This is an optimization exercise on Yosys and OpenROAD, whose aim is small area and a short achievable clock period, not a production implementation.
Function was not checked in any run shown here: the RTL went through the layout flow alone.
No activity file was given, so power comes from the tool's default toggle rates.

**flow/design.v**
```verilog
module CPU(clock,reset,MemData,MemOut,rd,wr,PC,IR,MBR,AC,MAR,SR);
input clock;
input reset;
input signed [15:0] MemData;
output reg signed [15:0] MemOut;
output reg [10:0] PC,MAR;
output reg signed [15:0] IR,MBR;
output signed [15:0] AC;
output reg wr,rd;
output [3:0] SR;    
reg [2:0] state;
reg signed [15:0] ACr;      
reg [3:0] SRr;
reg accSel;                 
wire [3:0] op = IR[15:12];
wire       m  = IR[11];
wire        ld   = (op == 4'h1);
wire        sub  = (op == 4'h4);
wire        ls   = ld | (op == 4'h3) | sub;   
wire        mul  = (op == 4'h5);
wire        dv   = (op == 4'h6);
wire        sa   = ACr[15];
wire [15:0] lorA;
assign lorA[0] = 1'b0;
genvar ga;
generate
  for (ga = 1; ga < 16; ga = ga + 1) begin : la
    assign lorA[ga] = |ACr[ga-1:0];
  end
endgenerate
wire [15:0] absa = {16{dv}} & (ACr ^ ({16{sa}} & lorA));
reg  [15:0] absAr;
always @(posedge clock) absAr <= absa;
wire [15:0] d1, B1c;
wire        cin1;
wire [4:0] s3_r, s3_q;
cpu_s3 u_s3(.MemData(MemData), .IRlo(IR[11:0]), .dv(dv), .sub(sub), .absAr(absAr),
            .ACr(ACr), .d1(d1), .cin1(cin1), .B1c(B1c), .r_out(s3_r), .q_out(s3_q));
reg [15:0] B1r;
reg        cinr, d1s;
always @(posedge clock)
  if (state == 3'd3) begin
    B1r <= B1c; cinr <= cin1; d1s <= d1[15];
  end
reg [4:0] p1r, p1q;
always @(posedge clock) begin
  p1r <= s3_r;
  p1q <= s3_q;
end
wire [13:0] s4_r;
wire [8:0] s4_q;
cpu_s4 u_s4(.p1r(p1r), .absAr(absAr), .ACr(ACr), .B1r(B1r), .cinr(cinr), .dv(dv),
            .r_out(s4_r), .q_out(s4_q));
reg [13:0] p2r;
reg [13:0] p2q;
always @(posedge clock) begin
  p2r <= s4_r;
  p2q <= {p1q, s4_q};
end
wire [15:0] res;
wire [3:0]  resf;
cpu_s0 u_s0(.p2r(p2r), .p2q(p2q), .absAr(absAr), .ACr(ACr), .SRr(SRr), .accSel(accSel),
            .B1r(B1r), .cinr(cinr), .d1s(d1s), .dv(dv), .mul(mul), .ls(ls), .ld(ld), .sub(sub),
            .res(res), .resf(resf), .AC(AC), .SR(SR));
always @(posedge clock) begin
  if (reset) begin
    PC <= 0; MAR <= 0; IR <= 0; MBR <= 0; ACr <= 0; MemOut <= 0; SRr <= 0;
    rd <= 1; wr <= 0;
    accSel <= 0;
    state <= 0;
  end else
  case (state)
  0: begin
    rd <= 1; wr <= 0;
    MAR <= PC;
    if (accSel) begin
      ACr <= res;
      SRr <= resf;
    end
    accSel <= 0;
    state <= 1;
  end
  1: begin
    rd <= 1; wr <= 0;
    IR <= MemData;
    PC <= PC + 1'b1;
    state <= 2;
  end
  2: begin
    if (m) MAR <= IR[10:0];
    state <= 3;
  end
  3: begin
    state <= 4;
    case (op)
      4'h1, 4'h3, 4'h4, 4'h5, 4'h6: MBR <= d1;
      4'h2: begin MBR <= ACr; rd <= 0; wr <= 1; end
      4'h7: begin PC <= MAR; state <= 0; end
      4'h8: if (SRr[3]) begin PC <= MAR; state <= 0; end
      default: ;
    endcase
  end
  4: begin
    state <= 0;
    case (op)
      4'h2: MemOut <= MBR;
      4'h1, 4'h3, 4'h4, 4'h5, 4'h6: accSel <= 1'b1;
      default: ;
    endcase
  end
  default: state <= 0;
  endcase
end
endmodule
module cpu_s3(input [15:0] MemData, input [11:0] IRlo, input dv, input sub,
              input [15:0] absAr, input [15:0] ACr,
              output [15:0] d1, output cin1, output [15:0] B1c,
              output [4:0] r_out, output [4:0] q_out);
assign d1   = IRlo[11] ? MemData : {5'b0, IRlo[10:0]};    
assign cin1 = (dv & ~d1[15]) | sub;
assign B1c  = d1 ^ {16{cin1}};
wire w1 = absAr[15] & B1c[0];
wire w2 = absAr[15] | B1c[0];
wire w3 = w1 | (w2 & cin1);
wire w4 = w2 & 1'b0;
wire w5 = w3 & (&B1c[15:1]);
wire w6 = dv ? w5 : ACr[15];
wire [0:0] r7;
assign r7[0] = w6 ? (absAr[15] ^ (B1c[0] ^ cin1)) : absAr[15];
wire w8 = absAr[14] & B1c[0];
wire w9 = absAr[14] | B1c[0];
wire w10 = r7[0] & B1c[1];
wire w11 = r7[0] | B1c[1];
wire w12 = w8 | (w9 & cin1);
wire w13 = w9 & 1'b0;
wire w14 = w10 | (w11 & w12);
wire w15 = w11 & w13;
wire w16 = w14 & (&B1c[15:2]);
wire w17 = dv ? w16 : ACr[14];
wire [1:0] r18;
assign r18[0] = w17 ? (absAr[14] ^ (B1c[0] ^ cin1)) : absAr[14];
assign r18[1] = w17 ? (r7[0] ^ (B1c[1] ^ w12)) : r7[0];
wire w19 = absAr[13] & B1c[0];
wire w20 = absAr[13] | B1c[0];
wire w21 = r18[0] & B1c[1];
wire w22 = r18[0] | B1c[1];
wire w23 = r18[1] & B1c[2];
wire w24 = r18[1] | B1c[2];
wire w25 = w19 | (w20 & cin1);
wire w26 = w20 & 1'b0;
wire w27 = w23 | (w24 & w21);
wire w28 = w24 & w22;
wire w29 = w21 | (w22 & w25);
wire w30 = w22 & w26;
wire w31 = w27 | (w28 & w25);
wire w32 = w28 & w26;
wire w33 = w31 & (&B1c[15:3]);
wire w34 = dv ? w33 : ACr[13];
wire [2:0] r35;
assign r35[0] = w34 ? (absAr[13] ^ (B1c[0] ^ cin1)) : absAr[13];
assign r35[1] = w34 ? (r18[0] ^ (B1c[1] ^ w25)) : r18[0];
assign r35[2] = w34 ? (r18[1] ^ (B1c[2] ^ w29)) : r18[1];
wire w36 = absAr[12] & B1c[0];
wire w37 = absAr[12] | B1c[0];
wire w38 = r35[0] & B1c[1];
wire w39 = r35[0] | B1c[1];
wire w40 = r35[1] & B1c[2];
wire w41 = r35[1] | B1c[2];
wire w42 = r35[2] & B1c[3];
wire w43 = r35[2] | B1c[3];
wire w44 = w36 | (w37 & cin1);
wire w45 = w37 & 1'b0;
wire w46 = w40 | (w41 & w38);
wire w47 = w41 & w39;
wire w48 = w38 | (w39 & w44);
wire w49 = w39 & w45;
wire w50 = w46 | (w47 & w44);
wire w51 = w47 & w45;
wire w52 = w42 | (w43 & w50);
wire w53 = w43 & w51;
wire w54 = w52 & (&B1c[15:4]);
wire w55 = dv ? w54 : ACr[12];
wire [3:0] r56;
assign r56[0] = w55 ? (absAr[12] ^ (B1c[0] ^ cin1)) : absAr[12];
assign r56[1] = w55 ? (r35[0] ^ (B1c[1] ^ w44)) : r35[0];
assign r56[2] = w55 ? (r35[1] ^ (B1c[2] ^ w48)) : r35[1];
assign r56[3] = w55 ? (r35[2] ^ (B1c[3] ^ w50)) : r35[2];
wire w57 = absAr[11] & B1c[0];
wire w58 = absAr[11] | B1c[0];
wire w59 = r56[0] & B1c[1];
wire w60 = r56[0] | B1c[1];
wire w61 = r56[1] & B1c[2];
wire w62 = r56[1] | B1c[2];
wire w63 = r56[2] & B1c[3];
wire w64 = r56[2] | B1c[3];
wire w65 = r56[3] & B1c[4];
wire w66 = r56[3] | B1c[4];
wire w67 = w57 | (w58 & cin1);
wire w68 = w58 & 1'b0;
wire w69 = w61 | (w62 & w59);
wire w70 = w62 & w60;
wire w71 = w65 | (w66 & w63);
wire w72 = w66 & w64;
wire w73 = w59 | (w60 & w67);
wire w74 = w60 & w68;
wire w75 = w69 | (w70 & w67);
wire w76 = w70 & w68;
wire w77 = w63 | (w64 & w75);
wire w78 = w64 & w76;
wire w79 = w71 | (w72 & w75);
wire w80 = w72 & w76;
wire w81 = w79 & (&B1c[15:5]);
wire w82 = dv ? w81 : ACr[11];
wire [4:0] r83;
assign r83[0] = w82 ? (absAr[11] ^ (B1c[0] ^ cin1)) : absAr[11];
assign r83[1] = w82 ? (r56[0] ^ (B1c[1] ^ w67)) : r56[0];
assign r83[2] = w82 ? (r56[1] ^ (B1c[2] ^ w73)) : r56[1];
assign r83[3] = w82 ? (r56[2] ^ (B1c[3] ^ w75)) : r56[2];
assign r83[4] = w82 ? (r56[3] ^ (B1c[4] ^ w77)) : r56[3];
assign r_out = r83;
assign q_out = {w5, w16, w33, w54, w81};
endmodule
module cpu_s4(input [4:0] p1r, input [15:0] absAr, input [15:0] ACr,
              input [15:0] B1r, input cinr, input dv,
              output [13:0] r_out, output [8:0] q_out);
wire w84 = absAr[10] & B1r[0];
wire w85 = absAr[10] | B1r[0];
wire w86 = p1r[0] & B1r[1];
wire w87 = p1r[0] | B1r[1];
wire w88 = p1r[1] & B1r[2];
wire w89 = p1r[1] | B1r[2];
wire w90 = p1r[2] & B1r[3];
wire w91 = p1r[2] | B1r[3];
wire w92 = p1r[3] & B1r[4];
wire w93 = p1r[3] | B1r[4];
wire w94 = p1r[4] & B1r[5];
wire w95 = p1r[4] | B1r[5];
wire w96 = w84 | (w85 & cinr);
wire w97 = w85 & 1'b0;
wire w98 = w88 | (w89 & w86);
wire w99 = w89 & w87;
wire w100 = w92 | (w93 & w90);
wire w101 = w93 & w91;
wire w102 = w86 | (w87 & w96);
wire w103 = w87 & w97;
wire w104 = w98 | (w99 & w96);
wire w105 = w99 & w97;
wire w106 = w94 | (w95 & w100);
wire w107 = w95 & w101;
wire w108 = w90 | (w91 & w104);
wire w109 = w91 & w105;
wire w110 = w100 | (w101 & w104);
wire w111 = w101 & w105;
wire w112 = w106 | (w107 & w104);
wire w113 = w107 & w105;
wire w114 = w112 & (&B1r[15:6]);
wire w115 = dv ? w114 : ACr[10];
wire [5:0] r116;
assign r116[0] = w115 ? (absAr[10] ^ (B1r[0] ^ cinr)) : absAr[10];
assign r116[1] = w115 ? (p1r[0] ^ (B1r[1] ^ w96)) : p1r[0];
assign r116[2] = w115 ? (p1r[1] ^ (B1r[2] ^ w102)) : p1r[1];
assign r116[3] = w115 ? (p1r[2] ^ (B1r[3] ^ w104)) : p1r[2];
assign r116[4] = w115 ? (p1r[3] ^ (B1r[4] ^ w108)) : p1r[3];
assign r116[5] = w115 ? (p1r[4] ^ (B1r[5] ^ w110)) : p1r[4];
wire w117 = absAr[9] & B1r[0];
wire w118 = absAr[9] | B1r[0];
wire w119 = r116[0] & B1r[1];
wire w120 = r116[0] | B1r[1];
wire w121 = r116[1] & B1r[2];
wire w122 = r116[1] | B1r[2];
wire w123 = r116[2] & B1r[3];
wire w124 = r116[2] | B1r[3];
wire w125 = r116[3] & B1r[4];
wire w126 = r116[3] | B1r[4];
wire w127 = r116[4] & B1r[5];
wire w128 = r116[4] | B1r[5];
wire w129 = r116[5] & B1r[6];
wire w130 = r116[5] | B1r[6];
wire w131 = w117 | (w118 & cinr);
wire w132 = w118 & 1'b0;
wire w133 = w121 | (w122 & w119);
wire w134 = w122 & w120;
wire w135 = w125 | (w126 & w123);
wire w136 = w126 & w124;
wire w137 = w129 | (w130 & w127);
wire w138 = w130 & w128;
wire w139 = w119 | (w120 & w131);
wire w140 = w120 & w132;
wire w141 = w133 | (w134 & w131);
wire w142 = w134 & w132;
wire w143 = w127 | (w128 & w135);
wire w144 = w128 & w136;
wire w145 = w137 | (w138 & w135);
wire w146 = w138 & w136;
wire w147 = w123 | (w124 & w141);
wire w148 = w124 & w142;
wire w149 = w135 | (w136 & w141);
wire w150 = w136 & w142;
wire w151 = w143 | (w144 & w141);
wire w152 = w144 & w142;
wire w153 = w145 | (w146 & w141);
wire w154 = w146 & w142;
wire w155 = w153 & (&B1r[15:7]);
wire w156 = dv ? w155 : ACr[9];
wire [6:0] r157;
assign r157[0] = w156 ? (absAr[9] ^ (B1r[0] ^ cinr)) : absAr[9];
assign r157[1] = w156 ? (r116[0] ^ (B1r[1] ^ w131)) : r116[0];
assign r157[2] = w156 ? (r116[1] ^ (B1r[2] ^ w139)) : r116[1];
assign r157[3] = w156 ? (r116[2] ^ (B1r[3] ^ w141)) : r116[2];
assign r157[4] = w156 ? (r116[3] ^ (B1r[4] ^ w147)) : r116[3];
assign r157[5] = w156 ? (r116[4] ^ (B1r[5] ^ w149)) : r116[4];
assign r157[6] = w156 ? (r116[5] ^ (B1r[6] ^ w151)) : r116[5];
wire w158 = absAr[8] & B1r[0];
wire w159 = absAr[8] | B1r[0];
wire w160 = r157[0] & B1r[1];
wire w161 = r157[0] | B1r[1];
wire w162 = r157[1] & B1r[2];
wire w163 = r157[1] | B1r[2];
wire w164 = r157[2] & B1r[3];
wire w165 = r157[2] | B1r[3];
wire w166 = r157[3] & B1r[4];
wire w167 = r157[3] | B1r[4];
wire w168 = r157[4] & B1r[5];
wire w169 = r157[4] | B1r[5];
wire w170 = r157[5] & B1r[6];
wire w171 = r157[5] | B1r[6];
wire w172 = r157[6] & B1r[7];
wire w173 = r157[6] | B1r[7];
wire w174 = w158 | (w159 & cinr);
wire w175 = w159 & 1'b0;
wire w176 = w162 | (w163 & w160);
wire w177 = w163 & w161;
wire w178 = w166 | (w167 & w164);
wire w179 = w167 & w165;
wire w180 = w170 | (w171 & w168);
wire w181 = w171 & w169;
wire w182 = w160 | (w161 & w174);
wire w183 = w161 & w175;
wire w184 = w176 | (w177 & w174);
wire w185 = w177 & w175;
wire w186 = w168 | (w169 & w178);
wire w187 = w169 & w179;
wire w188 = w180 | (w181 & w178);
wire w189 = w181 & w179;
wire w190 = w164 | (w165 & w184);
wire w191 = w165 & w185;
wire w192 = w178 | (w179 & w184);
wire w193 = w179 & w185;
wire w194 = w186 | (w187 & w184);
wire w195 = w187 & w185;
wire w196 = w188 | (w189 & w184);
wire w197 = w189 & w185;
wire w198 = w172 | (w173 & w196);
wire w199 = w173 & w197;
wire w200 = w198 & (&B1r[15:8]);
wire w201 = dv ? w200 : ACr[8];
wire [7:0] r202;
assign r202[0] = w201 ? (absAr[8] ^ (B1r[0] ^ cinr)) : absAr[8];
assign r202[1] = w201 ? (r157[0] ^ (B1r[1] ^ w174)) : r157[0];
assign r202[2] = w201 ? (r157[1] ^ (B1r[2] ^ w182)) : r157[1];
assign r202[3] = w201 ? (r157[2] ^ (B1r[3] ^ w184)) : r157[2];
assign r202[4] = w201 ? (r157[3] ^ (B1r[4] ^ w190)) : r157[3];
assign r202[5] = w201 ? (r157[4] ^ (B1r[5] ^ w192)) : r157[4];
assign r202[6] = w201 ? (r157[5] ^ (B1r[6] ^ w194)) : r157[5];
assign r202[7] = w201 ? (r157[6] ^ (B1r[7] ^ w196)) : r157[6];
wire w203 = absAr[7] & B1r[0];
wire w204 = absAr[7] | B1r[0];
wire w205 = r202[0] & B1r[1];
wire w206 = r202[0] | B1r[1];
wire w207 = r202[1] & B1r[2];
wire w208 = r202[1] | B1r[2];
wire w209 = r202[2] & B1r[3];
wire w210 = r202[2] | B1r[3];
wire w211 = r202[3] & B1r[4];
wire w212 = r202[3] | B1r[4];
wire w213 = r202[4] & B1r[5];
wire w214 = r202[4] | B1r[5];
wire w215 = r202[5] & B1r[6];
wire w216 = r202[5] | B1r[6];
wire w217 = r202[6] & B1r[7];
wire w218 = r202[6] | B1r[7];
wire w219 = r202[7] & B1r[8];
wire w220 = r202[7] | B1r[8];
wire w221 = w203 | (w204 & cinr);
wire w222 = w204 & 1'b0;
wire w223 = w207 | (w208 & w205);
wire w224 = w208 & w206;
wire w225 = w211 | (w212 & w209);
wire w226 = w212 & w210;
wire w227 = w215 | (w216 & w213);
wire w228 = w216 & w214;
wire w229 = w219 | (w220 & w217);
wire w230 = w220 & w218;
wire w231 = w205 | (w206 & w221);
wire w232 = w206 & w222;
wire w233 = w223 | (w224 & w221);
wire w234 = w224 & w222;
wire w235 = w213 | (w214 & w225);
wire w236 = w214 & w226;
wire w237 = w227 | (w228 & w225);
wire w238 = w228 & w226;
wire w239 = w209 | (w210 & w233);
wire w240 = w210 & w234;
wire w241 = w225 | (w226 & w233);
wire w242 = w226 & w234;
wire w243 = w235 | (w236 & w233);
wire w244 = w236 & w234;
wire w245 = w237 | (w238 & w233);
wire w246 = w238 & w234;
wire w247 = w217 | (w218 & w245);
wire w248 = w218 & w246;
wire w249 = w229 | (w230 & w245);
wire w250 = w230 & w246;
wire w251 = w249 & (&B1r[15:9]);
wire w252 = dv ? w251 : ACr[7];
wire [8:0] r253;
assign r253[0] = w252 ? (absAr[7] ^ (B1r[0] ^ cinr)) : absAr[7];
assign r253[1] = w252 ? (r202[0] ^ (B1r[1] ^ w221)) : r202[0];
assign r253[2] = w252 ? (r202[1] ^ (B1r[2] ^ w231)) : r202[1];
assign r253[3] = w252 ? (r202[2] ^ (B1r[3] ^ w233)) : r202[2];
assign r253[4] = w252 ? (r202[3] ^ (B1r[4] ^ w239)) : r202[3];
assign r253[5] = w252 ? (r202[4] ^ (B1r[5] ^ w241)) : r202[4];
assign r253[6] = w252 ? (r202[5] ^ (B1r[6] ^ w243)) : r202[5];
assign r253[7] = w252 ? (r202[6] ^ (B1r[7] ^ w245)) : r202[6];
assign r253[8] = w252 ? (r202[7] ^ (B1r[8] ^ w247)) : r202[7];
wire w254 = absAr[6] & B1r[0];
wire w255 = absAr[6] | B1r[0];
wire w256 = r253[0] & B1r[1];
wire w257 = r253[0] | B1r[1];
wire w258 = r253[1] & B1r[2];
wire w259 = r253[1] | B1r[2];
wire w260 = r253[2] & B1r[3];
wire w261 = r253[2] | B1r[3];
wire w262 = r253[3] & B1r[4];
wire w263 = r253[3] | B1r[4];
wire w264 = r253[4] & B1r[5];
wire w265 = r253[4] | B1r[5];
wire w266 = r253[5] & B1r[6];
wire w267 = r253[5] | B1r[6];
wire w268 = r253[6] & B1r[7];
wire w269 = r253[6] | B1r[7];
wire w270 = r253[7] & B1r[8];
wire w271 = r253[7] | B1r[8];
wire w272 = r253[8] & B1r[9];
wire w273 = r253[8] | B1r[9];
wire w274 = w254 | (w255 & cinr);
wire w275 = w255 & 1'b0;
wire w276 = w258 | (w259 & w256);
wire w277 = w259 & w257;
wire w278 = w262 | (w263 & w260);
wire w279 = w263 & w261;
wire w280 = w266 | (w267 & w264);
wire w281 = w267 & w265;
wire w282 = w270 | (w271 & w268);
wire w283 = w271 & w269;
wire w284 = w256 | (w257 & w274);
wire w285 = w257 & w275;
wire w286 = w276 | (w277 & w274);
wire w287 = w277 & w275;
wire w288 = w264 | (w265 & w278);
wire w289 = w265 & w279;
wire w290 = w280 | (w281 & w278);
wire w291 = w281 & w279;
wire w292 = w272 | (w273 & w282);
wire w293 = w273 & w283;
wire w294 = w260 | (w261 & w286);
wire w295 = w261 & w287;
wire w296 = w278 | (w279 & w286);
wire w297 = w279 & w287;
wire w298 = w288 | (w289 & w286);
wire w299 = w289 & w287;
wire w300 = w290 | (w291 & w286);
wire w301 = w291 & w287;
wire w302 = w268 | (w269 & w300);
wire w303 = w269 & w301;
wire w304 = w282 | (w283 & w300);
wire w305 = w283 & w301;
wire w306 = w292 | (w293 & w300);
wire w307 = w293 & w301;
wire w308 = w306 & (&B1r[15:10]);
wire w309 = dv ? w308 : ACr[6];
wire [9:0] r310;
assign r310[0] = w309 ? (absAr[6] ^ (B1r[0] ^ cinr)) : absAr[6];
assign r310[1] = w309 ? (r253[0] ^ (B1r[1] ^ w274)) : r253[0];
assign r310[2] = w309 ? (r253[1] ^ (B1r[2] ^ w284)) : r253[1];
assign r310[3] = w309 ? (r253[2] ^ (B1r[3] ^ w286)) : r253[2];
assign r310[4] = w309 ? (r253[3] ^ (B1r[4] ^ w294)) : r253[3];
assign r310[5] = w309 ? (r253[4] ^ (B1r[5] ^ w296)) : r253[4];
assign r310[6] = w309 ? (r253[5] ^ (B1r[6] ^ w298)) : r253[5];
assign r310[7] = w309 ? (r253[6] ^ (B1r[7] ^ w300)) : r253[6];
assign r310[8] = w309 ? (r253[7] ^ (B1r[8] ^ w302)) : r253[7];
assign r310[9] = w309 ? (r253[8] ^ (B1r[9] ^ w304)) : r253[8];
wire w311 = absAr[5] & B1r[0];
wire w312 = absAr[5] | B1r[0];
wire w313 = r310[0] & B1r[1];
wire w314 = r310[0] | B1r[1];
wire w315 = r310[1] & B1r[2];
wire w316 = r310[1] | B1r[2];
wire w317 = r310[2] & B1r[3];
wire w318 = r310[2] | B1r[3];
wire w319 = r310[3] & B1r[4];
wire w320 = r310[3] | B1r[4];
wire w321 = r310[4] & B1r[5];
wire w322 = r310[4] | B1r[5];
wire w323 = r310[5] & B1r[6];
wire w324 = r310[5] | B1r[6];
wire w325 = r310[6] & B1r[7];
wire w326 = r310[6] | B1r[7];
wire w327 = r310[7] & B1r[8];
wire w328 = r310[7] | B1r[8];
wire w329 = r310[8] & B1r[9];
wire w330 = r310[8] | B1r[9];
wire w331 = r310[9] & B1r[10];
wire w332 = r310[9] | B1r[10];
wire w333 = w311 | (w312 & cinr);
wire w334 = w312 & 1'b0;
wire w335 = w315 | (w316 & w313);
wire w336 = w316 & w314;
wire w337 = w319 | (w320 & w317);
wire w338 = w320 & w318;
wire w339 = w323 | (w324 & w321);
wire w340 = w324 & w322;
wire w341 = w327 | (w328 & w325);
wire w342 = w328 & w326;
wire w343 = w331 | (w332 & w329);
wire w344 = w332 & w330;
wire w345 = w313 | (w314 & w333);
wire w346 = w314 & w334;
wire w347 = w335 | (w336 & w333);
wire w348 = w336 & w334;
wire w349 = w321 | (w322 & w337);
wire w350 = w322 & w338;
wire w351 = w339 | (w340 & w337);
wire w352 = w340 & w338;
wire w353 = w329 | (w330 & w341);
wire w354 = w330 & w342;
wire w355 = w343 | (w344 & w341);
wire w356 = w344 & w342;
wire w357 = w317 | (w318 & w347);
wire w358 = w318 & w348;
wire w359 = w337 | (w338 & w347);
wire w360 = w338 & w348;
wire w361 = w349 | (w350 & w347);
wire w362 = w350 & w348;
wire w363 = w351 | (w352 & w347);
wire w364 = w352 & w348;
wire w365 = w325 | (w326 & w363);
wire w366 = w326 & w364;
wire w367 = w341 | (w342 & w363);
wire w368 = w342 & w364;
wire w369 = w353 | (w354 & w363);
wire w370 = w354 & w364;
wire w371 = w355 | (w356 & w363);
wire w372 = w356 & w364;
wire w373 = w371 & (&B1r[15:11]);
wire w374 = dv ? w373 : ACr[5];
wire [10:0] r375;
assign r375[0] = w374 ? (absAr[5] ^ (B1r[0] ^ cinr)) : absAr[5];
assign r375[1] = w374 ? (r310[0] ^ (B1r[1] ^ w333)) : r310[0];
assign r375[2] = w374 ? (r310[1] ^ (B1r[2] ^ w345)) : r310[1];
assign r375[3] = w374 ? (r310[2] ^ (B1r[3] ^ w347)) : r310[2];
assign r375[4] = w374 ? (r310[3] ^ (B1r[4] ^ w357)) : r310[3];
assign r375[5] = w374 ? (r310[4] ^ (B1r[5] ^ w359)) : r310[4];
assign r375[6] = w374 ? (r310[5] ^ (B1r[6] ^ w361)) : r310[5];
assign r375[7] = w374 ? (r310[6] ^ (B1r[7] ^ w363)) : r310[6];
assign r375[8] = w374 ? (r310[7] ^ (B1r[8] ^ w365)) : r310[7];
assign r375[9] = w374 ? (r310[8] ^ (B1r[9] ^ w367)) : r310[8];
assign r375[10] = w374 ? (r310[9] ^ (B1r[10] ^ w369)) : r310[9];
wire w376 = absAr[4] & B1r[0];
wire w377 = absAr[4] | B1r[0];
wire w378 = r375[0] & B1r[1];
wire w379 = r375[0] | B1r[1];
wire w380 = r375[1] & B1r[2];
wire w381 = r375[1] | B1r[2];
wire w382 = r375[2] & B1r[3];
wire w383 = r375[2] | B1r[3];
wire w384 = r375[3] & B1r[4];
wire w385 = r375[3] | B1r[4];
wire w386 = r375[4] & B1r[5];
wire w387 = r375[4] | B1r[5];
wire w388 = r375[5] & B1r[6];
wire w389 = r375[5] | B1r[6];
wire w390 = r375[6] & B1r[7];
wire w391 = r375[6] | B1r[7];
wire w392 = r375[7] & B1r[8];
wire w393 = r375[7] | B1r[8];
wire w394 = r375[8] & B1r[9];
wire w395 = r375[8] | B1r[9];
wire w396 = r375[9] & B1r[10];
wire w397 = r375[9] | B1r[10];
wire w398 = r375[10] & B1r[11];
wire w399 = r375[10] | B1r[11];
wire w400 = w376 | (w377 & cinr);
wire w401 = w377 & 1'b0;
wire w402 = w380 | (w381 & w378);
wire w403 = w381 & w379;
wire w404 = w384 | (w385 & w382);
wire w405 = w385 & w383;
wire w406 = w388 | (w389 & w386);
wire w407 = w389 & w387;
wire w408 = w392 | (w393 & w390);
wire w409 = w393 & w391;
wire w410 = w396 | (w397 & w394);
wire w411 = w397 & w395;
wire w412 = w378 | (w379 & w400);
wire w413 = w379 & w401;
wire w414 = w402 | (w403 & w400);
wire w415 = w403 & w401;
wire w416 = w386 | (w387 & w404);
wire w417 = w387 & w405;
wire w418 = w406 | (w407 & w404);
wire w419 = w407 & w405;
wire w420 = w394 | (w395 & w408);
wire w421 = w395 & w409;
wire w422 = w410 | (w411 & w408);
wire w423 = w411 & w409;
wire w424 = w382 | (w383 & w414);
wire w425 = w383 & w415;
wire w426 = w404 | (w405 & w414);
wire w427 = w405 & w415;
wire w428 = w416 | (w417 & w414);
wire w429 = w417 & w415;
wire w430 = w418 | (w419 & w414);
wire w431 = w419 & w415;
wire w432 = w398 | (w399 & w422);
wire w433 = w399 & w423;
wire w434 = w390 | (w391 & w430);
wire w435 = w391 & w431;
wire w436 = w408 | (w409 & w430);
wire w437 = w409 & w431;
wire w438 = w420 | (w421 & w430);
wire w439 = w421 & w431;
wire w440 = w422 | (w423 & w430);
wire w441 = w423 & w431;
wire w442 = w432 | (w433 & w430);
wire w443 = w433 & w431;
wire w444 = w442 & (&B1r[15:12]);
wire w445 = dv ? w444 : ACr[4];
wire [11:0] r446;
assign r446[0] = w445 ? (absAr[4] ^ (B1r[0] ^ cinr)) : absAr[4];
assign r446[1] = w445 ? (r375[0] ^ (B1r[1] ^ w400)) : r375[0];
assign r446[2] = w445 ? (r375[1] ^ (B1r[2] ^ w412)) : r375[1];
assign r446[3] = w445 ? (r375[2] ^ (B1r[3] ^ w414)) : r375[2];
assign r446[4] = w445 ? (r375[3] ^ (B1r[4] ^ w424)) : r375[3];
assign r446[5] = w445 ? (r375[4] ^ (B1r[5] ^ w426)) : r375[4];
assign r446[6] = w445 ? (r375[5] ^ (B1r[6] ^ w428)) : r375[5];
assign r446[7] = w445 ? (r375[6] ^ (B1r[7] ^ w430)) : r375[6];
assign r446[8] = w445 ? (r375[7] ^ (B1r[8] ^ w434)) : r375[7];
assign r446[9] = w445 ? (r375[8] ^ (B1r[9] ^ w436)) : r375[8];
assign r446[10] = w445 ? (r375[9] ^ (B1r[10] ^ w438)) : r375[9];
assign r446[11] = w445 ? (r375[10] ^ (B1r[11] ^ w440)) : r375[10];
wire w447 = absAr[3] & B1r[0];
wire w448 = absAr[3] | B1r[0];
wire w449 = r446[0] & B1r[1];
wire w450 = r446[0] | B1r[1];
wire w451 = r446[1] & B1r[2];
wire w452 = r446[1] | B1r[2];
wire w453 = r446[2] & B1r[3];
wire w454 = r446[2] | B1r[3];
wire w455 = r446[3] & B1r[4];
wire w456 = r446[3] | B1r[4];
wire w457 = r446[4] & B1r[5];
wire w458 = r446[4] | B1r[5];
wire w459 = r446[5] & B1r[6];
wire w460 = r446[5] | B1r[6];
wire w461 = r446[6] & B1r[7];
wire w462 = r446[6] | B1r[7];
wire w463 = r446[7] & B1r[8];
wire w464 = r446[7] | B1r[8];
wire w465 = r446[8] & B1r[9];
wire w466 = r446[8] | B1r[9];
wire w467 = r446[9] & B1r[10];
wire w468 = r446[9] | B1r[10];
wire w469 = r446[10] & B1r[11];
wire w470 = r446[10] | B1r[11];
wire w471 = r446[11] & B1r[12];
wire w472 = r446[11] | B1r[12];
wire w473 = w447 | (w448 & cinr);
wire w474 = w448 & 1'b0;
wire w475 = w451 | (w452 & w449);
wire w476 = w452 & w450;
wire w477 = w455 | (w456 & w453);
wire w478 = w456 & w454;
wire w479 = w459 | (w460 & w457);
wire w480 = w460 & w458;
wire w481 = w463 | (w464 & w461);
wire w482 = w464 & w462;
wire w483 = w467 | (w468 & w465);
wire w484 = w468 & w466;
wire w485 = w471 | (w472 & w469);
wire w486 = w472 & w470;
wire w487 = w449 | (w450 & w473);
wire w488 = w450 & w474;
wire w489 = w475 | (w476 & w473);
wire w490 = w476 & w474;
wire w491 = w457 | (w458 & w477);
wire w492 = w458 & w478;
wire w493 = w479 | (w480 & w477);
wire w494 = w480 & w478;
wire w495 = w465 | (w466 & w481);
wire w496 = w466 & w482;
wire w497 = w483 | (w484 & w481);
wire w498 = w484 & w482;
wire w499 = w453 | (w454 & w489);
wire w500 = w454 & w490;
wire w501 = w477 | (w478 & w489);
wire w502 = w478 & w490;
wire w503 = w491 | (w492 & w489);
wire w504 = w492 & w490;
wire w505 = w493 | (w494 & w489);
wire w506 = w494 & w490;
wire w507 = w469 | (w470 & w497);
wire w508 = w470 & w498;
wire w509 = w485 | (w486 & w497);
wire w510 = w486 & w498;
wire w511 = w461 | (w462 & w505);
wire w512 = w462 & w506;
wire w513 = w481 | (w482 & w505);
wire w514 = w482 & w506;
wire w515 = w495 | (w496 & w505);
wire w516 = w496 & w506;
wire w517 = w497 | (w498 & w505);
wire w518 = w498 & w506;
wire w519 = w507 | (w508 & w505);
wire w520 = w508 & w506;
wire w521 = w509 | (w510 & w505);
wire w522 = w510 & w506;
wire w523 = w521 & (&B1r[15:13]);
wire w524 = dv ? w523 : ACr[3];
wire [12:0] r525;
assign r525[0] = w524 ? (absAr[3] ^ (B1r[0] ^ cinr)) : absAr[3];
assign r525[1] = w524 ? (r446[0] ^ (B1r[1] ^ w473)) : r446[0];
assign r525[2] = w524 ? (r446[1] ^ (B1r[2] ^ w487)) : r446[1];
assign r525[3] = w524 ? (r446[2] ^ (B1r[3] ^ w489)) : r446[2];
assign r525[4] = w524 ? (r446[3] ^ (B1r[4] ^ w499)) : r446[3];
assign r525[5] = w524 ? (r446[4] ^ (B1r[5] ^ w501)) : r446[4];
assign r525[6] = w524 ? (r446[5] ^ (B1r[6] ^ w503)) : r446[5];
assign r525[7] = w524 ? (r446[6] ^ (B1r[7] ^ w505)) : r446[6];
assign r525[8] = w524 ? (r446[7] ^ (B1r[8] ^ w511)) : r446[7];
assign r525[9] = w524 ? (r446[8] ^ (B1r[9] ^ w513)) : r446[8];
assign r525[10] = w524 ? (r446[9] ^ (B1r[10] ^ w515)) : r446[9];
assign r525[11] = w524 ? (r446[10] ^ (B1r[11] ^ w517)) : r446[10];
assign r525[12] = w524 ? (r446[11] ^ (B1r[12] ^ w519)) : r446[11];
wire w526 = absAr[2] & B1r[0];
wire w527 = absAr[2] | B1r[0];
wire w528 = r525[0] & B1r[1];
wire w529 = r525[0] | B1r[1];
wire w530 = r525[1] & B1r[2];
wire w531 = r525[1] | B1r[2];
wire w532 = r525[2] & B1r[3];
wire w533 = r525[2] | B1r[3];
wire w534 = r525[3] & B1r[4];
wire w535 = r525[3] | B1r[4];
wire w536 = r525[4] & B1r[5];
wire w537 = r525[4] | B1r[5];
wire w538 = r525[5] & B1r[6];
wire w539 = r525[5] | B1r[6];
wire w540 = r525[6] & B1r[7];
wire w541 = r525[6] | B1r[7];
wire w542 = r525[7] & B1r[8];
wire w543 = r525[7] | B1r[8];
wire w544 = r525[8] & B1r[9];
wire w545 = r525[8] | B1r[9];
wire w546 = r525[9] & B1r[10];
wire w547 = r525[9] | B1r[10];
wire w548 = r525[10] & B1r[11];
wire w549 = r525[10] | B1r[11];
wire w550 = r525[11] & B1r[12];
wire w551 = r525[11] | B1r[12];
wire w552 = r525[12] & B1r[13];
wire w553 = r525[12] | B1r[13];
wire w554 = w526 | (w527 & cinr);
wire w555 = w527 & 1'b0;
wire w556 = w530 | (w531 & w528);
wire w557 = w531 & w529;
wire w558 = w534 | (w535 & w532);
wire w559 = w535 & w533;
wire w560 = w538 | (w539 & w536);
wire w561 = w539 & w537;
wire w562 = w542 | (w543 & w540);
wire w563 = w543 & w541;
wire w564 = w546 | (w547 & w544);
wire w565 = w547 & w545;
wire w566 = w550 | (w551 & w548);
wire w567 = w551 & w549;
wire w568 = w528 | (w529 & w554);
wire w569 = w529 & w555;
wire w570 = w556 | (w557 & w554);
wire w571 = w557 & w555;
wire w572 = w536 | (w537 & w558);
wire w573 = w537 & w559;
wire w574 = w560 | (w561 & w558);
wire w575 = w561 & w559;
wire w576 = w544 | (w545 & w562);
wire w577 = w545 & w563;
wire w578 = w564 | (w565 & w562);
wire w579 = w565 & w563;
wire w580 = w552 | (w553 & w566);
wire w581 = w553 & w567;
wire w582 = w532 | (w533 & w570);
wire w583 = w533 & w571;
wire w584 = w558 | (w559 & w570);
wire w585 = w559 & w571;
wire w586 = w572 | (w573 & w570);
wire w587 = w573 & w571;
wire w588 = w574 | (w575 & w570);
wire w589 = w575 & w571;
wire w590 = w548 | (w549 & w578);
wire w591 = w549 & w579;
wire w592 = w566 | (w567 & w578);
wire w593 = w567 & w579;
wire w594 = w580 | (w581 & w578);
wire w595 = w581 & w579;
wire w596 = w540 | (w541 & w588);
wire w597 = w541 & w589;
wire w598 = w562 | (w563 & w588);
wire w599 = w563 & w589;
wire w600 = w576 | (w577 & w588);
wire w601 = w577 & w589;
wire w602 = w578 | (w579 & w588);
wire w603 = w579 & w589;
wire w604 = w590 | (w591 & w588);
wire w605 = w591 & w589;
wire w606 = w592 | (w593 & w588);
wire w607 = w593 & w589;
wire w608 = w594 | (w595 & w588);
wire w609 = w595 & w589;
wire w610 = w608 & (&B1r[15:14]);
wire w611 = dv ? w610 : ACr[2];
wire [13:0] r612;
assign r612[0] = w611 ? (absAr[2] ^ (B1r[0] ^ cinr)) : absAr[2];
assign r612[1] = w611 ? (r525[0] ^ (B1r[1] ^ w554)) : r525[0];
assign r612[2] = w611 ? (r525[1] ^ (B1r[2] ^ w568)) : r525[1];
assign r612[3] = w611 ? (r525[2] ^ (B1r[3] ^ w570)) : r525[2];
assign r612[4] = w611 ? (r525[3] ^ (B1r[4] ^ w582)) : r525[3];
assign r612[5] = w611 ? (r525[4] ^ (B1r[5] ^ w584)) : r525[4];
assign r612[6] = w611 ? (r525[5] ^ (B1r[6] ^ w586)) : r525[5];
assign r612[7] = w611 ? (r525[6] ^ (B1r[7] ^ w588)) : r525[6];
assign r612[8] = w611 ? (r525[7] ^ (B1r[8] ^ w596)) : r525[7];
assign r612[9] = w611 ? (r525[8] ^ (B1r[9] ^ w598)) : r525[8];
assign r612[10] = w611 ? (r525[9] ^ (B1r[10] ^ w600)) : r525[9];
assign r612[11] = w611 ? (r525[10] ^ (B1r[11] ^ w602)) : r525[10];
assign r612[12] = w611 ? (r525[11] ^ (B1r[12] ^ w604)) : r525[11];
assign r612[13] = w611 ? (r525[12] ^ (B1r[13] ^ w606)) : r525[12];
assign r_out = r612;
assign q_out = {w114, w155, w200, w251, w308, w373, w444, w523, w610};
endmodule
module cpu_s0(input [13:0] p2r, input [13:0] p2q, input [15:0] absAr,
              input [15:0] ACr, input [3:0] SRr, input accSel,
              input [15:0] B1r, input cinr, input d1s,
              input dv, input mul, input ls, input ld, input sub,
              output [15:0] res, output [3:0] resf, output [15:0] AC, output [3:0] SR);
wire w613 = absAr[1] & B1r[0];
wire w614 = absAr[1] | B1r[0];
wire w615 = p2r[0] & B1r[1];
wire w616 = p2r[0] | B1r[1];
wire w617 = p2r[1] & B1r[2];
wire w618 = p2r[1] | B1r[2];
wire w619 = p2r[2] & B1r[3];
wire w620 = p2r[2] | B1r[3];
wire w621 = p2r[3] & B1r[4];
wire w622 = p2r[3] | B1r[4];
wire w623 = p2r[4] & B1r[5];
wire w624 = p2r[4] | B1r[5];
wire w625 = p2r[5] & B1r[6];
wire w626 = p2r[5] | B1r[6];
wire w627 = p2r[6] & B1r[7];
wire w628 = p2r[6] | B1r[7];
wire w629 = p2r[7] & B1r[8];
wire w630 = p2r[7] | B1r[8];
wire w631 = p2r[8] & B1r[9];
wire w632 = p2r[8] | B1r[9];
wire w633 = p2r[9] & B1r[10];
wire w634 = p2r[9] | B1r[10];
wire w635 = p2r[10] & B1r[11];
wire w636 = p2r[10] | B1r[11];
wire w637 = p2r[11] & B1r[12];
wire w638 = p2r[11] | B1r[12];
wire w639 = p2r[12] & B1r[13];
wire w640 = p2r[12] | B1r[13];
wire w641 = p2r[13] & B1r[14];
wire w642 = p2r[13] | B1r[14];
wire w643 = w613 | (w614 & cinr);
wire w644 = w614 & 1'b0;
wire w645 = w617 | (w618 & w615);
wire w646 = w618 & w616;
wire w647 = w621 | (w622 & w619);
wire w648 = w622 & w620;
wire w649 = w625 | (w626 & w623);
wire w650 = w626 & w624;
wire w651 = w629 | (w630 & w627);
wire w652 = w630 & w628;
wire w653 = w633 | (w634 & w631);
wire w654 = w634 & w632;
wire w655 = w637 | (w638 & w635);
wire w656 = w638 & w636;
wire w657 = w641 | (w642 & w639);
wire w658 = w642 & w640;
wire w659 = w615 | (w616 & w643);
wire w660 = w616 & w644;
wire w661 = w645 | (w646 & w643);
wire w662 = w646 & w644;
wire w663 = w623 | (w624 & w647);
wire w664 = w624 & w648;
wire w665 = w649 | (w650 & w647);
wire w666 = w650 & w648;
wire w667 = w631 | (w632 & w651);
wire w668 = w632 & w652;
wire w669 = w653 | (w654 & w651);
wire w670 = w654 & w652;
wire w671 = w639 | (w640 & w655);
wire w672 = w640 & w656;
wire w673 = w657 | (w658 & w655);
wire w674 = w658 & w656;
wire w675 = w619 | (w620 & w661);
wire w676 = w620 & w662;
wire w677 = w647 | (w648 & w661);
wire w678 = w648 & w662;
wire w679 = w663 | (w664 & w661);
wire w680 = w664 & w662;
wire w681 = w665 | (w666 & w661);
wire w682 = w666 & w662;
wire w683 = w635 | (w636 & w669);
wire w684 = w636 & w670;
wire w685 = w655 | (w656 & w669);
wire w686 = w656 & w670;
wire w687 = w671 | (w672 & w669);
wire w688 = w672 & w670;
wire w689 = w673 | (w674 & w669);
wire w690 = w674 & w670;
wire w691 = w627 | (w628 & w681);
wire w692 = w628 & w682;
wire w693 = w651 | (w652 & w681);
wire w694 = w652 & w682;
wire w695 = w667 | (w668 & w681);
wire w696 = w668 & w682;
wire w697 = w669 | (w670 & w681);
wire w698 = w670 & w682;
wire w699 = w683 | (w684 & w681);
wire w700 = w684 & w682;
wire w701 = w685 | (w686 & w681);
wire w702 = w686 & w682;
wire w703 = w687 | (w688 & w681);
wire w704 = w688 & w682;
wire w705 = w689 | (w690 & w681);
wire w706 = w690 & w682;
wire w707 = w705 & (&B1r[15:15]);
wire w708 = dv ? w707 : ACr[1];
wire [14:0] r709;
assign r709[0] = w708 ? (absAr[1] ^ (B1r[0] ^ cinr)) : absAr[1];
assign r709[1] = w708 ? (p2r[0] ^ (B1r[1] ^ w643)) : p2r[0];
assign r709[2] = w708 ? (p2r[1] ^ (B1r[2] ^ w659)) : p2r[1];
assign r709[3] = w708 ? (p2r[2] ^ (B1r[3] ^ w661)) : p2r[2];
assign r709[4] = w708 ? (p2r[3] ^ (B1r[4] ^ w675)) : p2r[3];
assign r709[5] = w708 ? (p2r[4] ^ (B1r[5] ^ w677)) : p2r[4];
assign r709[6] = w708 ? (p2r[5] ^ (B1r[6] ^ w679)) : p2r[5];
assign r709[7] = w708 ? (p2r[6] ^ (B1r[7] ^ w681)) : p2r[6];
assign r709[8] = w708 ? (p2r[7] ^ (B1r[8] ^ w691)) : p2r[7];
assign r709[9] = w708 ? (p2r[8] ^ (B1r[9] ^ w693)) : p2r[8];
assign r709[10] = w708 ? (p2r[9] ^ (B1r[10] ^ w695)) : p2r[9];
assign r709[11] = w708 ? (p2r[10] ^ (B1r[11] ^ w697)) : p2r[10];
assign r709[12] = w708 ? (p2r[11] ^ (B1r[12] ^ w699)) : p2r[11];
assign r709[13] = w708 ? (p2r[12] ^ (B1r[13] ^ w701)) : p2r[12];
assign r709[14] = w708 ? (p2r[13] ^ (B1r[14] ^ w703)) : p2r[13];
wire w710 = absAr[0] & B1r[0];
wire w711 = absAr[0] | B1r[0];
wire w712 = r709[0] & B1r[1];
wire w713 = r709[0] | B1r[1];
wire w714 = r709[1] & B1r[2];
wire w715 = r709[1] | B1r[2];
wire w716 = r709[2] & B1r[3];
wire w717 = r709[2] | B1r[3];
wire w718 = r709[3] & B1r[4];
wire w719 = r709[3] | B1r[4];
wire w720 = r709[4] & B1r[5];
wire w721 = r709[4] | B1r[5];
wire w722 = r709[5] & B1r[6];
wire w723 = r709[5] | B1r[6];
wire w724 = r709[6] & B1r[7];
wire w725 = r709[6] | B1r[7];
wire w726 = r709[7] & B1r[8];
wire w727 = r709[7] | B1r[8];
wire w728 = r709[8] & B1r[9];
wire w729 = r709[8] | B1r[9];
wire w730 = r709[9] & B1r[10];
wire w731 = r709[9] | B1r[10];
wire w732 = r709[10] & B1r[11];
wire w733 = r709[10] | B1r[11];
wire w734 = r709[11] & B1r[12];
wire w735 = r709[11] | B1r[12];
wire w736 = r709[12] & B1r[13];
wire w737 = r709[12] | B1r[13];
wire w738 = r709[13] & B1r[14];
wire w739 = r709[13] | B1r[14];
wire w740 = r709[14] & B1r[15];
wire w741 = r709[14] | B1r[15];
wire w742 = w710 | (w711 & cinr);
wire w743 = w711 & 1'b0;
wire w744 = w714 | (w715 & w712);
wire w745 = w715 & w713;
wire w746 = w718 | (w719 & w716);
wire w747 = w719 & w717;
wire w748 = w722 | (w723 & w720);
wire w749 = w723 & w721;
wire w750 = w726 | (w727 & w724);
wire w751 = w727 & w725;
wire w752 = w730 | (w731 & w728);
wire w753 = w731 & w729;
wire w754 = w734 | (w735 & w732);
wire w755 = w735 & w733;
wire w756 = w738 | (w739 & w736);
wire w757 = w739 & w737;
wire w758 = w712 | (w713 & w742);
wire w759 = w713 & w743;
wire w760 = w744 | (w745 & w742);
wire w761 = w745 & w743;
wire w762 = w720 | (w721 & w746);
wire w763 = w721 & w747;
wire w764 = w748 | (w749 & w746);
wire w765 = w749 & w747;
wire w766 = w728 | (w729 & w750);
wire w767 = w729 & w751;
wire w768 = w752 | (w753 & w750);
wire w769 = w753 & w751;
wire w770 = w736 | (w737 & w754);
wire w771 = w737 & w755;
wire w772 = w756 | (w757 & w754);
wire w773 = w757 & w755;
wire w774 = w716 | (w717 & w760);
wire w775 = w717 & w761;
wire w776 = w746 | (w747 & w760);
wire w777 = w747 & w761;
wire w778 = w762 | (w763 & w760);
wire w779 = w763 & w761;
wire w780 = w764 | (w765 & w760);
wire w781 = w765 & w761;
wire w782 = w732 | (w733 & w768);
wire w783 = w733 & w769;
wire w784 = w754 | (w755 & w768);
wire w785 = w755 & w769;
wire w786 = w770 | (w771 & w768);
wire w787 = w771 & w769;
wire w788 = w772 | (w773 & w768);
wire w789 = w773 & w769;
wire w790 = w724 | (w725 & w780);
wire w791 = w725 & w781;
wire w792 = w750 | (w751 & w780);
wire w793 = w751 & w781;
wire w794 = w766 | (w767 & w780);
wire w795 = w767 & w781;
wire w796 = w768 | (w769 & w780);
wire w797 = w769 & w781;
wire w798 = w782 | (w783 & w780);
wire w799 = w783 & w781;
wire w800 = w784 | (w785 & w780);
wire w801 = w785 & w781;
wire w802 = w786 | (w787 & w780);
wire w803 = w787 & w781;
wire w804 = w788 | (w789 & w780);
wire w805 = w789 & w781;
wire w806 = w740 | (w741 & w804);
wire w807 = w741 & w805;
wire w808 = w806 & 1'b1;
wire w809 = dv ? w808 : ACr[0];
wire [15:0] r810;
assign r810[0] = w809 ? (absAr[0] ^ (B1r[0] ^ cinr)) : absAr[0];
assign r810[1] = w809 ? (r709[0] ^ (B1r[1] ^ w742)) : r709[0];
assign r810[2] = w809 ? (r709[1] ^ (B1r[2] ^ w758)) : r709[1];
assign r810[3] = w809 ? (r709[2] ^ (B1r[3] ^ w760)) : r709[2];
assign r810[4] = w809 ? (r709[3] ^ (B1r[4] ^ w774)) : r709[3];
assign r810[5] = w809 ? (r709[4] ^ (B1r[5] ^ w776)) : r709[4];
assign r810[6] = w809 ? (r709[5] ^ (B1r[6] ^ w778)) : r709[5];
assign r810[7] = w809 ? (r709[6] ^ (B1r[7] ^ w780)) : r709[6];
assign r810[8] = w809 ? (r709[7] ^ (B1r[8] ^ w790)) : r709[7];
assign r810[9] = w809 ? (r709[8] ^ (B1r[9] ^ w792)) : r709[8];
assign r810[10] = w809 ? (r709[9] ^ (B1r[10] ^ w794)) : r709[9];
assign r810[11] = w809 ? (r709[10] ^ (B1r[11] ^ w796)) : r709[10];
assign r810[12] = w809 ? (r709[11] ^ (B1r[12] ^ w798)) : r709[11];
assign r810[13] = w809 ? (r709[12] ^ (B1r[13] ^ w800)) : r709[12];
assign r810[14] = w809 ? (r709[13] ^ (B1r[14] ^ w802)) : r709[13];
assign r810[15] = w809 ? (r709[14] ^ (B1r[15] ^ w804)) : r709[14];
wire [15:0] qu = {p2q, w707, w808};
wire [15:0] prod = r810;             
wire        sa   = ACr[15];
wire        dz   = cinr & (&B1r);           
wire        negq = sa ^ d1s;
wire [15:0] lowor;
assign lowor[0] = 1'b0;
genvar gi;
generate
  for (gi = 1; gi < 16; gi = gi + 1) begin : lo
    assign lowor[gi] = |qu[gi-1:0];
  end
endgenerate
wire [15:0] quot  = dz ? 16'd0 : (qu ^ ({16{negq}} & lowor));
assign      res   = dv ? quot : prod;
wire        resz  = dv ? (dz | ~|qu) : ~|prod;
wire        as_   = ls & ~ld;
wire        resc  = as_ & (lastc ^ sub);
wire        resv  = as_ & (ACr[15] == B1r[15]) & (prod[15] != ACr[15]);
assign      resf  = {resz, res[15], resc, resv};
assign AC = accSel ? res : ACr;
assign SR = accSel ? resf : SRr;
endmodule
```
**flow/flow/run.sh**
```bash
#!/bin/bash
set -euo pipefail
MARGIN=$(python3 -c "print(round(${FLOW_PERIOD_NS} - 13, 3))")
bash standard.sh SETUP_SLACK_MARGIN=$MARGIN "BUFFER_PORTS_ARGS=-buffer_cell sky130_fd_sc_hd__buf_1" finish > standard_flow.log 2>&1
```
**flow/standard.sh**
```bash
#!/bin/bash
# synth_recipe.tcl (not shown) runs the flow's synth.tcl, then flattens the netlist and writes it again
# the make line also repeats each setting of config.mk as NAME=value (left out here)
make -C /OpenROAD-flow-scripts/flow DESIGN_CONFIG=/design/flow/config.mk WORK_HOME=/design/flow/orfs CLKGATE_MAP_FILE= SYNTH_SCRIPT=/design/flow/synth_recipe.tcl "${@:-finish}"
```
**flow/config.mk**
```make
export PLATFORM = sky130hd
export DESIGN_NAME = CPU
export DESIGN_NICKNAME = CPU
export VERILOG_FILES = /design/flow/design.v
export SDC_FILE = /design/flow/constraint.sdc
export NUM_CORES = 4
export LEC_CHECK = 0
export ABC_AREA = 1
export CAP_MARGIN = 20
export CORE_MARGIN = 2
export CORE_UTILIZATION = 40
export SLEW_MARGIN = 20
export SYNTH_HIERARCHICAL = 1
```
**flow/constraint.sdc**
```tcl
create_clock -name core_clock -period 32.0 [get_ports {clock}]
set_input_delay 6.4000 -clock core_clock [delete_from_list [all_inputs] [get_ports {clock}]]
set_output_delay 6.4000 -clock core_clock [all_outputs]
set_load 0.01 [all_outputs]
```
==> impl_metrics.tcl, run 1 <==
set metrics [dict create \
    die_h_um 209 \
    numCtsBuffers 17 \
    nNetsFinal 2973 \
    start_util_pct 40.3 \
    syn_area_um2 16800 \
    ios 110 \
    final_util_pct 45.4 \
    r2r_cells 90 \
    max-clock-path-buffers 2 \
    cp-endpoint "SR[3]" \
    cellPowerDensity_nw_per_um2 31.4 \
    fin_hold_ws_ps 329 \
    hold_class "reg2reg" \
    rsz0062_at_grt "true" \
    ir_drop_uv 36.3 \
    crit_arrival_ps 6160 \
    cpPeakStageDelay_ps 480 \
    syn_nets 2869 \
    postCtsHoldBufs 0 \
    cp_slowest_cell "edfxtp_1" \
    grt_start_max_net_pins 51 \
    die_area_um2 43600 \
    hold_depth 0 \
    core_area_um2 41700 \
    cpMostUsedCell "nand2_1" \
    drc 0 \
    grt_pass1_wl_mm 87.7 \
    fin_skew_ps 11.2 \
    slew_viol_final 0 \
    setup_viol 0 \
    drtPass1Iterations 7 \
    syn_avg_cell_area_um2 5.97 \
    drive_gt1_share_pct 14.4 \
    filler_cell_count 4480 \
    end_kind "output port" \
    h-tree-depth 4 \
    clock_sinks 168 \
    worst_slack_ps 19440 \
    finalHoldViolCount 0 \
    gp_congestion 0.942 \
    timing.rr.end "p2r[8]$_DFF_P_" \
    tightest_slew_ps 1080 \
    clock_latency_ps 450 \
    ff2ff_setup_slack_ps 19740 \
    fin_tns_setup_ps 0 \
    required_ps 25600 \
    path_max_fanout 10 \
    row_count 75 \
    r2r_start "B1r[13]$_DFFE_PN_" \
    p_leak_nw 9.34 \
    first_global_vias 16600 \
    dp_hpwl_mm 42.5 \
    grt_use_total_pct 25.0 \
    area_growth_pct 12.7 \
    yosysWarningCount 10 \
    finalCritPeriodShare_pct 39.2 \
    die_width_um 209 \
    grt.overflow.total 0 \
    critPathLaunch "B1r[0]$_DFFE_PN_" \
    fmax_ghz 0.0796 \
    vias_per_cell 5.23 \
    post-place-ws_ps 18470 \
    final_cell_mix "nand2_1, inv_1, nand3_1, nor2_1, dfxtp_1" \
    drv_cap 0 \
    relSlewSlack_pct 27.6 \
    synth_cells 2812 \
    wire_per_inst_um 16.2 \
    cts_tree "done" \
    cts.clk_slew.worst_paths_ps 70 \
    status "no timing/DRC/antenna violations" \
    drt_iter0_drc 1352 \
    cp_num_buf_inv 8 \
    final_common_cell "nand2_1" \
    start_kind "flip-flop" \
    fin_crit_ps 12560 \
    root_buffer "clkbuf_16" \
    antenna_found_initial 0 \
    drt_wl_total_mm 56.2 \
    design_area_um2 18900 \
    ant_nets 0 \
    port_buffers 109 \
    placed_area_um2 17300 \
    setup.worst_path.class "reg2out" \
    cp.depth 41 \
    vias 18100 \
    cp_top_family "simple AND/OR/NAND/NOR gates" \
    antennaDiodeCount 0 \
]
==> final cells by class <==
cell class	instances	area [um2]	area share [%]
Timing Repair Buffer	175	946	5.00
Clock buffer	17	425	2.25
Tap cell	539	674	3.57
Inverter	384	1470	7.78
Multi-Input combinational cell	2170	11600	61.6
Sequential cell	168	3540	18.7
Clock inverter	15	203	1.07
==> state kept, by name, summed over array words and instances (netlist names) <==
register / count
ACr: 16
B1r: 16
IR: 16
MAR: 11
MBR: 16
MemOut: 16
PC: 11
SRr: 4
absAr: 16
accSel: 1
cinr: 1
d1s: 1
p1q: 5
p1r: 5
p2q: 14
p2r: 14
rd: 1
state: 3
wr: 1
==> how the worst min path moves through the flow <==
stage	startpoint	end	slack [ps]
after floorplan	p1q[1]$_DFF_P_	p2q[10]$_DFF_P_	310
after global placement	p1q[3]$_DFF_P_	p2q[12]$_DFF_P_	310
after detailed placement	p1q[4]$_DFF_P_	p2q[13]$_DFF_P_	310
after CTS	p1q[3]$_DFF_P_	p2q[12]$_DFF_P_	330
after global routing	p1q[3]$_DFF_P_	p2q[12]$_DFF_P_	340
final	p1q[3]$_DFF_P_	p2q[12]$_DFF_P_	330
==> per-layer routing <==
metal  vias up  part of all wire [%]  global-route usage, %
li1       9077                     -                      -
met1      8389                    44                   32.6
met2       554                    47                   43.0
met3       104                   5.1                   2.86
met4         0                   3.4                   8.60
met5         -                     0                      0
==> metrics by stage <==
stage                     total power, mW  instances
after global routing                0.622       3468
final                               0.594       3468
after floorplan                     0.332       2812
after detailed placement            0.366       3376
after CTS                           0.591       3414
after global placement              0.365       3376
==> where the power goes <==
| group | switching (mW) | internal [mW] | leakage [nW] | total (mW) |
|---|---|---|---|---|
| logic | 0.0979 | 0.0429 | 7.65 | 0.141 |
| registers | 0.00773 | 0.220 | 1.38 | 0.227 |
| clock network | 0.0991 | 0.126 | 0.304 | 0.225 |
| total | 0.205 | 0.389 | 9.34 | 0.594 |
==> timing repair <==
| action | CTS | global route |
|---|---|---|
| endpoints found under the hold margin | 0 | 0 |
| pin swaps | 0 | 24 |
| resized for setup | 8 | 108 |
| buffers inserted | 6 | 46 |
| endpoints found under the setup margin | 28 | 21 |
| gates cloned | 0 | 8 |
==> inputs of run 2 (changes only) <==
==> flow/flow/run.sh (replaced) <==
#!/bin/bash
set -euo pipefail
MARGIN=$(python3 -c "print(round(${FLOW_PERIOD_NS} - 12.5, 3))")
bash standard.sh SETUP_SLACK_MARGIN=$MARGIN "BUFFER_PORTS_ARGS=-buffer_cell sky130_fd_sc_hd__buf_1" finish > standard_flow.log 2>&1
==> run 2 against run 1 <==
Compared with the run above:
- still clean
- clock power about the same
- register-to-register slack improved by 320 ps
- wire length increased by 2.5%
- sequential share of layout area decreased by 0.88 points
- flip-flop and latch count unchanged
- cell area increased by 4.9%
- critical path depth increased by 1
- synthesized area unchanged
- non-clock buffer count increased by 43
- critical path type unchanged
- highest routed layer unchanged
==> impl_metrics.tcl, run 2 <==
set metrics [dict create \
    finalHoldViolCount 0 \
    fin_hold_ws_ps 329 \
    final_common_cell "nand2_1" \
    die_area_um2 43600 \
    cellPowerDensity_nw_per_um2 30.4 \
    die_width_um 209 \
    grt_start_max_net_pins 51 \
    use_met2_pct 43.1 \
    crit_arrival_ps 5930 \
    setup.worst_path.class "reg2out" \
    ff2ff_setup_slack_ps 20060 \
    clock_latency_ps 450 \
    cts.clk_slew.worst_paths_ps 70 \
    ios 110 \
    cpPeakStageDelay_ps 560 \
    vias 18500 \
    use_met3_pct 2.96 \
    cp_slowest_cell "fa_2" \
    drc 0 \
    syn_nets 2869 \
    port_buffers 109 \
    first_global_vias 16700 \
    grt_use_met1_pct 32.6 \
    p_leak_nw 9.79 \
    wire_per_inst_um 16.4 \
    end_kind "output port" \
    h-tree-depth 4 \
    fin_tns_setup_ps 0 \
    max-clock-path-buffers 2 \
    row_count 75 \
    die_h_um 209 \
    vias_per_cell 5.26 \
    grt.overflow.total 0 \
    drt_wl_total_mm 57.6 \
    ir_drop_uv 36.3 \
    start_util_pct 40.3 \
    grt_use_total_pct 25.2 \
    cts_tree "done" \
    ant_nets 0 \
    drtPass1Iterations 6 \
    drive_gt1_share_pct 19.3 \
    dp_hpwl_mm 42.5 \
    nNetsFinal 3017 \
    relSlewSlack_pct 25.3 \
    root_buffer "clkbuf_16" \
    antenna_found_initial 0 \
    required_ps 25600 \
    status "no timing/DRC/antenna violations" \
    fin_skew_ps 13.1 \
    cpMostUsedCell "nand2_2" \
    start_kind "flip-flop" \
    numCtsBuffers 17 \
    finalCritPeriodShare_pct 38.5 \
    final_cell_mix "nand2_1, inv_1, nand3_1, nor2_1, dfxtp_1" \
    slew_viol_final 0 \
    p_total_mw 0.603 \
    yosysWarningCount 10 \
    hold_class "reg2reg" \
    setup_viol 0 \
    fin_crit_ps 12330 \
    clock_sinks 168 \
    syn_avg_cell_area_um2 5.97 \
    gp_congestion 0.942 \
    area_growth_pct 18.2 \
    tightest_slew_ps 1120 \
    path_max_fanout 5 \
    drv_cap 0 \
    rsz0062_at_grt "true" \
    busiest_layer "met2" \
    fmax_ghz 0.0811 \
    synth_cells 2812 \
    antennaDiodeCount 0 \
    core_area_um2 41700 \
    filler_cell_count 4394 \
    grt_pass1_wl_mm 88.2 \
    drt_iter0_drc 1396 \
    syn_area_um2 16800 \
]
## run 2: through the flow
| stage | std cells | setup WS [ps] | instance area, um2 | utilization [%] |
|---|---|---|---|---|
| final | 3512 | 19670 | 19800 | 47.6 |
| after floorplan | 2812 | 20600 | 16800 | - |
| after global routing | 3512 | 19250 | 19800 | 47.6 |
| after CTS | 3428 | 19500 | 18300 | 43.8 |
| after detailed placement | 3376 | 18470 | 17300 | 41.6 |
| after global placement | 3376 | 18610 | 17300 | 41.6 |
## run 2: critical path: cells and delay by family, from the launching register on
| kind | cells | cell delay [ps] |
|---|---|---|
| simple gates | 27 | 2490 |
| fa+ha+maj | 3 | 1280 |
| buf+inv | 10 | 1130 |
| flops | 1 | 430 |
| compound gates | 2 | 130 |
## run 2: area by class of cell
class	count	area, um2	share of cell area (%)
well taps	539	674	3.40
clock inverters	15	203	1.02
repair buffers	218	1340	6.76
clock buffers	17	425	2.15
inverters	384	1470	7.41
flip-flops and latches	168	3540	17.9
multi-input cells	2171	12200	61.4
## run 2: path summary, 6_finish.rpt
path	from	endpoint	cells past startpoint
min	p1q[3]$_DFF_P_	p2q[12]$_DFF_P_	0
max	B1r[0]$_DFFE_PN_	SR[3]	42
min reg2reg	p1q[3]$_DFF_P_	p2q[12]$_DFF_P_	0
max reg2reg	B1r[4]$_DFFE_PN_	p2r[7]$_DFF_P_	94
## run 2: layer usage
metal  wire (um)  share of wire [%]
met5           0                  0
met4        2110                3.7
met3        2770                4.8
met2       27500                 48
met1       25300                 44
## run 2: where the power goes
part,switching (mW),leakage [nW],internal (mW),total [mW]
logic,0.102,8.11,0.0480,0.150
registers,0.00764,1.38,0.220,0.227
clock network,0.0991,0.304,0.126,0.226
## run 2: repair_timing
item                       in CTS  in global routing
hold endpoints to repair        0                  0
pin swaps                       2                 90
setup endpoints to repair      34                 24
resized for setup              34                230
hold buffers                    0                  0
buffers inserted               20                 75
cloned                          0                  9

re-timing with driven ports:
No port has a modelled driver above. Below, the same layouts with a new extraction and two added sets of constraints.
Step 1 (the two cells are an assumption about what drives the block):
set clk [get_ports {clock}]
set_driving_cell -lib_cell sky130_fd_sc_hd__clkbuf_16 $clk
set_driving_cell -lib_cell sky130_fd_sc_hd__buf_2 [delete_from_list [all_inputs] $clk]
Step 2 moves the port delays by t, midway between the first and last clock arrival at a register: inputs arrive t later, outputs are due t later. That takes back most of the time a late clock gives input paths.
Slacks: ideal / step 1 / step 2; pairs: ideal / step 1.
| run | t (ns) | slack for setup (ns) | worst hold slack (ns) | worst setup path at the end | latest minus earliest clock arrival (ns) |
|---|---|---|---|---|---|
| run 1 | 0.504 | 19.440 / 19.385 / 19.503 | 0.329 / 0.329 / 0.329 | input to register | 0.015 / 0.015 |
| run 2 | 0.501 | 19.671 / 19.614 / 19.574 | 0.329 / 0.329 / 0.329 | input to register | 0.014 / 0.014 |
After both steps setup and hold are still met in every run listed. The setup slack of run 2, which loses most, moves by -0.057 ns with the drivers and by -0.097 ns with both steps.
